What follows belongs to an exercise in optimizing a design on an open flow for small area; a production flow would make more cautious choices.
Only simulation tests tie the RTL to the original design; equivalence was not proved.
No activity file was given, so power comes from the tool's default toggle rates.

// moldudp64
module moldudp64 #(
	parameter AXI_DATA_W  = 64,
	parameter AXI_KEEP_W  = 8,
	parameter SID_W       = 80,
	parameter SEQ_NUM_W   = 64,
	parameter ML_W        = 16,  
	parameter EOS_MSG_CNT = {ML_W{1'b1}}, 
	parameter OV_DATA_W  = 64-ML_W, 
	parameter OV_KEEP_W  = (OV_DATA_W/8), 
	parameter OV_KEEP_LW = 3  
)(
	input clk,
	input nreset,
	input                  udp_axis_tvalid_i,
	input [AXI_KEEP_W-1:0] udp_axis_tkeep_i,
	input [AXI_DATA_W-1:0] udp_axis_tdata_i,
	input                  udp_axis_tlast_i,
	input                  udp_axis_tuser_i,
	output                 udp_axis_tready_o,
	output logic                 miss_seq_num_v_o,
	output logic [SID_W-1:0]     miss_seq_num_sid_o,
	output logic [SEQ_NUM_W-1:0] miss_seq_num_start_o,	
	output logic [SEQ_NUM_W-1:0] miss_seq_num_cnt_o,
	output logic                 miss_sid_v_o,
	output logic [SID_W-1:0]     miss_sid_start_o,
	output logic [SEQ_NUM_W-1:0] miss_sid_seq_num_start_o,
	output logic [SID_W-1:0]     miss_sid_cnt_o,
	output logic [SEQ_NUM_W-1:0] miss_sid_seq_num_end_o,	
	output logic            flatlined_v_o,
	output [SID_W-1:0]      mold_msg_sid_o,
	output [SEQ_NUM_W-1:0]  mold_msg_seq_num_o,
	output                   mold_msg_v_o,
	output                   mold_msg_start_o,  
	output [AXI_KEEP_LW-1:0] mold_msg_len_o,
	output [AXI_DATA_W-1:0]  mold_msg_data_o, 
	output                   mold_msg_ov_v_o,
	output [OV_KEEP_LW-1:0]  mold_msg_ov_len_o,
	output [OV_DATA_W-1:0]   mold_msg_ov_data_o
);
Size: ~3700 cells after synthesis, roughly 350 flip-flops, ~840 I/O pins, roughly 28000 sq um of cells after synthesis.
export LEC_CHECK = 0
export ABC_AREA = 1
export CAP_MARGIN = 20
export CORE_MARGIN = 2
export CORE_UTILIZATION = 40
export CTS_BUF_LIST = sky130_fd_sc_hd__clkbuf_16
export CTS_CLUSTER_DIAMETER = 80
export CTS_CLUSTER_SIZE = 30
export PLACE_DENSITY = 0.75
export SETUP_SLACK_MARGIN = 0.1
export SLEW_MARGIN = 20
create_clock -name core_clock -period 8.0 [get_ports {clk}]
standard.sh (not shown) runs the stock make flow with config.mk's settings and CLKGATE_MAP_FILE= SYNTH_SCRIPT=/design/flow/synth_recipe.tcl, a recipe that flattens the netlist after the stock synthesis.
==> flow/flow/run.sh <==
#!/bin/bash
set -euo pipefail
export BUFFER_PORTS_ARGS="-buffer_cell sky130_fd_sc_hd__buf_1"
bash standard.sh > standard.log 2>&1
The first run finished clean.
==> next run, changes <==
--- a/flow/design.v
+++ b/flow/design.v
@@ -185,34 +185,37 @@
 );
 endmodule
 module countdown #(
 	parameter CNT_W = 14,  
 	parameter CNT_B = 14'b10011100010000  
 )(
 	input clk,
 	input nreset,
 	input        start_v_i,  
 	output logic finished_o
 );
+localparam [CNT_W-1:0] LFSR_MASK  = 14'h2015;
+localparam [CNT_W-1:0] LFSR_START = 14'h0001;
+localparam [CNT_W-1:0] LFSR_END   = 14'h2a11;
 reg   [CNT_W-1:0] cnt_q;
 logic [CNT_W-1:0] cnt_next;
+logic [CNT_W-1:0] cnt_step;
 logic             zero;
-assign zero     = ~|cnt_q; 
-logic [CNT_W-1:0] cnt_dec_n;
-inc_blk #(.W(CNT_W),.K(7)) m_dec(.a(~cnt_q), .ci(1'b1), .s(cnt_dec_n), .co());
-assign cnt_next = start_v_i ? CNT_B :
-					zero ? '0 : ~cnt_dec_n;
+assign zero     = cnt_q == LFSR_END;
+assign cnt_step = { 1'b0, cnt_q[CNT_W-1:1] } ^ ( LFSR_MASK & {CNT_W{cnt_q[0]}} );
+assign cnt_next = start_v_i ? LFSR_START :
+					zero ? cnt_q : cnt_step;
 always @(posedge clk)
 begin
 	if (~nreset ) begin
-		cnt_q <= CNT_B;
+		cnt_q <= LFSR_START;
 	end else begin
 		cnt_q <= cnt_next;
 	end
 end
 assign finished_o = zero;
 endmodule
 module miss_msg_det #(
 	parameter SEQ_NUM_W = 64,
 	parameter SID_W     = 80,
 	parameter ML_W      = 16,
 	parameter SID_GAP_MAX_IDX = SEQ_NUM_W-1	
@@ -375,23 +378,23 @@
 logic [7:0] sh4 [0:7];
 logic [6:0] l4_dec;
 assign init_sel = valid_i & init_v_i;
 assign sh_amt = init_sel ? 3'd6 : fsm_len_split_q ? 3'd1 : fsm_len_align_q ? 3'd2 : l4[2:0];
 genvar m;
 generate
 for ( m = 0; m < 7; m++ ) begin : g_dec
 	assign l4_dec[m] = sh_amt == m;
 end
 for ( s = 0; s < 8; s++ ) begin : g_sh
 	logic [7:0] sh_or [0:7];
-	assign sh_or[0] = {8{l4_dec[0]}} & b[s];
+	assign sh_or[0] = {8{l4_dec[0] & ( s >= 2 )}} & b[s];
 	for ( m = 1; m < 8; m++ ) begin : g_m
 		if ( s + m < 8 && m < 7 && ( s < 2 || s + m < 8 ) ) begin : g_t
 			assign sh_or[m] = sh_or[m-1] | {8{l4_dec[m]}} & b[s+m];
 		end else begin : g_n
 			assign sh_or[m] = sh_or[m-1];
 		end
 	end
 	assign sh4[s] = sh_or[7];
 end
 endgenerate
 logic             init_len_v;
Effect: The new run completed with no timing, DRC or antenna violations; die area rose slightly; sequential cell count is unchanged; worst hold slack barely changes; setup slack gains 55 ps; cell area rose slightly; sequential share of layout area fell by 0.16 points; total power fell by a few percent; clock skew rose by 3.4 ps; clock-buffer cell count fell by 3; utilization fell by 0.48 points; cell count rose slightly; via count rose by a few percent; global-route usage rose by 0.30 points.

---

Setup of orange:
moldudp64, a different RTL version from the one above (not shown whole).
Size in the first run: roughly 350 flip-flops, roughly 840 I/O pins, ~30000 um2 of cells after synthesis.
==> flow/config.mk <==
export PLATFORM = sky130hd
export DESIGN_NAME = moldudp64
export DESIGN_NICKNAME = moldudp64
export VERILOG_FILES = /design/flow/design.v
export SDC_FILE = /design/flow/constraint.sdc
export NUM_CORES = 4
export LEC_CHECK = 0
export ABC_AREA = 1
export CAP_MARGIN = 20
export CORE_MARGIN = 2
export CORE_UTILIZATION = 40
export CTS_BUF_LIST = sky130_fd_sc_hd__clkbuf_8
export CTS_CLUSTER_DIAMETER = 60
export CTS_CLUSTER_SIZE = 16
export SLEW_MARGIN = 20
==> flow/constraint.sdc <==
create_clock -name core_clock -period 8.0 [get_ports {clk}]
set_input_delay 1.6000 -clock core_clock [delete_from_list [all_inputs] [get_ports {clk}]]
set_output_delay 1.6000 -clock core_clock [all_outputs]
set_load 0.01 [all_outputs]
Scripts as last shown in full above: flow/flow/run.sh
Here is what was changed in the inputs of green compared with orange.
--- a/flow/design.v
+++ b/flow/design.v
@@ -217,16 +217,18 @@
 	parameter ML_W      = 16,
 	parameter SID_GAP_MAX_IDX = SEQ_NUM_W-1	
 )(
 	input clk,
 	input nreset,
 	input                 v_i,
 	input [SID_W-1:0]     sid_i,
 	input [SEQ_NUM_W-1:0] seq_num_i,
+	input [SEQ_NUM_W-1:0] cur_seq_i,
+	output [SEQ_NUM_W-1:0] cur_seq_inc_o,
 	input [ML_W-1:0]      msg_cnt_i,
 	input                 eos_i,  
 	output logic                 miss_seq_num_v_o,
 	output logic [SID_W-1:0]     miss_seq_num_sid_o,
 	output logic [SEQ_NUM_W-1:0] miss_seq_num_start_o,	
 	output logic [SEQ_NUM_W-1:0] miss_seq_num_cnt_o,
 	output logic                 miss_sid_v_o,
 	output logic [SID_W-1:0]     miss_sid_start_o,
@@ -273,28 +275,31 @@
 logic                 seq_ge;
 logic                 seq_lt;
 logic [SEQ_NUM_W-1:0] seq_base;
 logic [SEQ_NUM_W-1:0] seq_next;
 logic                 seq_lo_co;
 logic                 seq_eq;
 add_bk #(.W(SEQ_NUM_W)) m_seq_sub(.a(seq_num_i), .b(~seq_q), .ci(1'b1), .s(seq_gap), .co(seq_ge), .eq(seq_eq));
 assign seq_lt   = seq_ge & ~seq_eq;
-assign seq_base = seq_lt ? seq_num_i : seq_q;
-add_bk #(.W(ML_W)) m_seq_add_lo(.a(seq_base[ML_W-1:0]), .b(msg_cnt_i), .ci(1'b1),
+assign seq_base[SEQ_NUM_W-1:ML_W] = ( v_i & ~seq_lt ) ? seq_q[SEQ_NUM_W-1:ML_W] : cur_seq_i[SEQ_NUM_W-1:ML_W];
+assign seq_base[ML_W-1:0] = ~v_i ? cur_seq_i[ML_W-1:0] :
+                            seq_lt ? seq_num_i[ML_W-1:0] : seq_q[ML_W-1:0];
+add_bk #(.W(ML_W)) m_seq_add_lo(.a(seq_base[ML_W-1:0]), .b(msg_cnt_i & {ML_W{v_i}}), .ci(1'b1),
 	.s(seq_next[ML_W-1:0]), .co(seq_lo_co), .eq());
 inc_bk #(.W(SEQ_NUM_W-ML_W)) m_seq_add_hi(.a(seq_base[SEQ_NUM_W-1:ML_W]), .ci(seq_lo_co),
 	.s(seq_next[SEQ_NUM_W-1:ML_W]), .co());
 always @(posedge clk) begin
 	if ( ~nreset ) begin
 		seq_q <= '0;
 	end else if( v_i ) begin
 		seq_q <= eos_i ? '0 : seq_next;
 	end
 end
+assign cur_seq_inc_o = seq_next;
 assign miss_seq_num_v_o     = seq_lt & v_i & sid_match;
 assign miss_seq_num_sid_o   = sid_q;
 assign miss_seq_num_start_o = seq_q;
 assign miss_seq_num_cnt_o   = seq_gap;
 endmodule
 module dispatch #(
 	parameter AXI_DATA_W = 64,
 	parameter AXI_KEEP_W = (AXI_DATA_W/8),
@@ -582,17 +587,16 @@
 	.msg_cnt_o  (init_msg_cnt)
 );
 always @(posedge clk) begin
 	if( init_sid_p0_v )
 		sid_q[15:0] <= init_sid_p0;
 	if( init_sid_p1_v ) 
 		sid_q[79:16] <= init_sid_p1;
 end
-inc_blk #(.W(SEQ_NUM_W)) m_seq_inc(.a(seq_q), .ci(1'b1), .s(seq_add), .co(seq_add_overflow));
 assign seq_next[15:0]  = init_seq_num_p0_v ? init_seq_num_p0 : seq_add[15:0];
 assign seq_next[63:16] = init_seq_num_p1_v ? init_seq_num_p1 : seq_add[63:16];
 assign seq = { seq_q[63:16] , init_seq_num_p0_v? init_seq_num_p0 : seq_q[15:0] }; 
 assign seq_en     = msg_end_v;
 assign seq_msb_en = seq_en | init_seq_num_p1_v;
 assign seq_lsb_en = seq_en | init_seq_num_p0_v;
 always @(posedge clk) begin
 	if( seq_lsb_en )
@@ -622,16 +626,18 @@
 	.SID_W(SID_W),
 	.ML_W(ML_W)
 ) m_miss_det(
 	.clk(clk),
 	.nreset(nreset),
 	.v_i      (fsm_h2_q                      ),
 	.sid_i    (sid_q                         ),
 	.seq_num_i({seq_q[63:16], init_seq_num_p0}),
+	.cur_seq_i(seq_q                         ),
+	.cur_seq_inc_o(seq_add                   ),
 	.msg_cnt_i(init_msg_cnt                  ),
 	.eos_i    (init_eos                      ),  
 	.miss_seq_num_v_o    (miss_seq_num_v_o    ),
 	.miss_seq_num_sid_o  (miss_seq_num_sid_o  ),
 	.miss_seq_num_start_o(miss_seq_num_start_o),	
 	.miss_seq_num_cnt_o  (miss_seq_num_cnt_o  ),
 	.miss_sid_v_o            (miss_sid_v_o            ),
 	.miss_sid_start_o        (miss_sid_start_o        ),
### Flow results
[compare] base=orange new=green: critical path depth higher; count of clock-buffer cells in the layout higher; multi-input gate area in the final layout lower; setup slack on the worst flop-to-flop path higher; initial cell density of the core roughly the same. Post-layout net count ended up about 0.36% lower on green than on orange. fa_2 as the master of the slowest instance on the critical path was reported by green, and edfxtp_1 by orange. green vs. orange: setup slack went up by 0.051 ns. The final total power in green sits 2.5% above the value recorded for orange.

static timing again, ports no longer ideal:
The results above use ideal ports. As a check the final layouts listed here were re-extracted and re-timed, cells and wires unchanged.
Step 1 assumes that a clkbuf_16 drives the clock port and a buf_2 every other input.
Step 2, shift: input delay + t, output delay - t, t = (earliest + latest rising clock arrival at the registers) / 2. This alone moves slack from input paths to output paths.
a / b / c = no drivers / after step 1 / after step 2; a / b = the first two.
run	t, ns	setup WS [ns]	worst setup path at the end	worst slew at a driven data input, ns	pins driven straight from the clock port
the first run of note 1	0.679	0.564 / 0.535 / -0.076	input to register	0.16	1
the second run of note 1	0.675	0.619 / 0.600 / -0.007	input to register	0.19	1
orange	0.719	0.101 / 0.028 / 0.327	input to register	0.12	1
green	0.706	0.151 / 0.092 / -0.228	input to register	0.13	1
With both steps, setup timing fails in the first run of note 1, the second run of note 1 and green, where it was met with ideal ports. For the first run of note 1, which loses most, drivers alone change the setup slack by -0.029 ns; drivers and shift together by -0.640 ns.
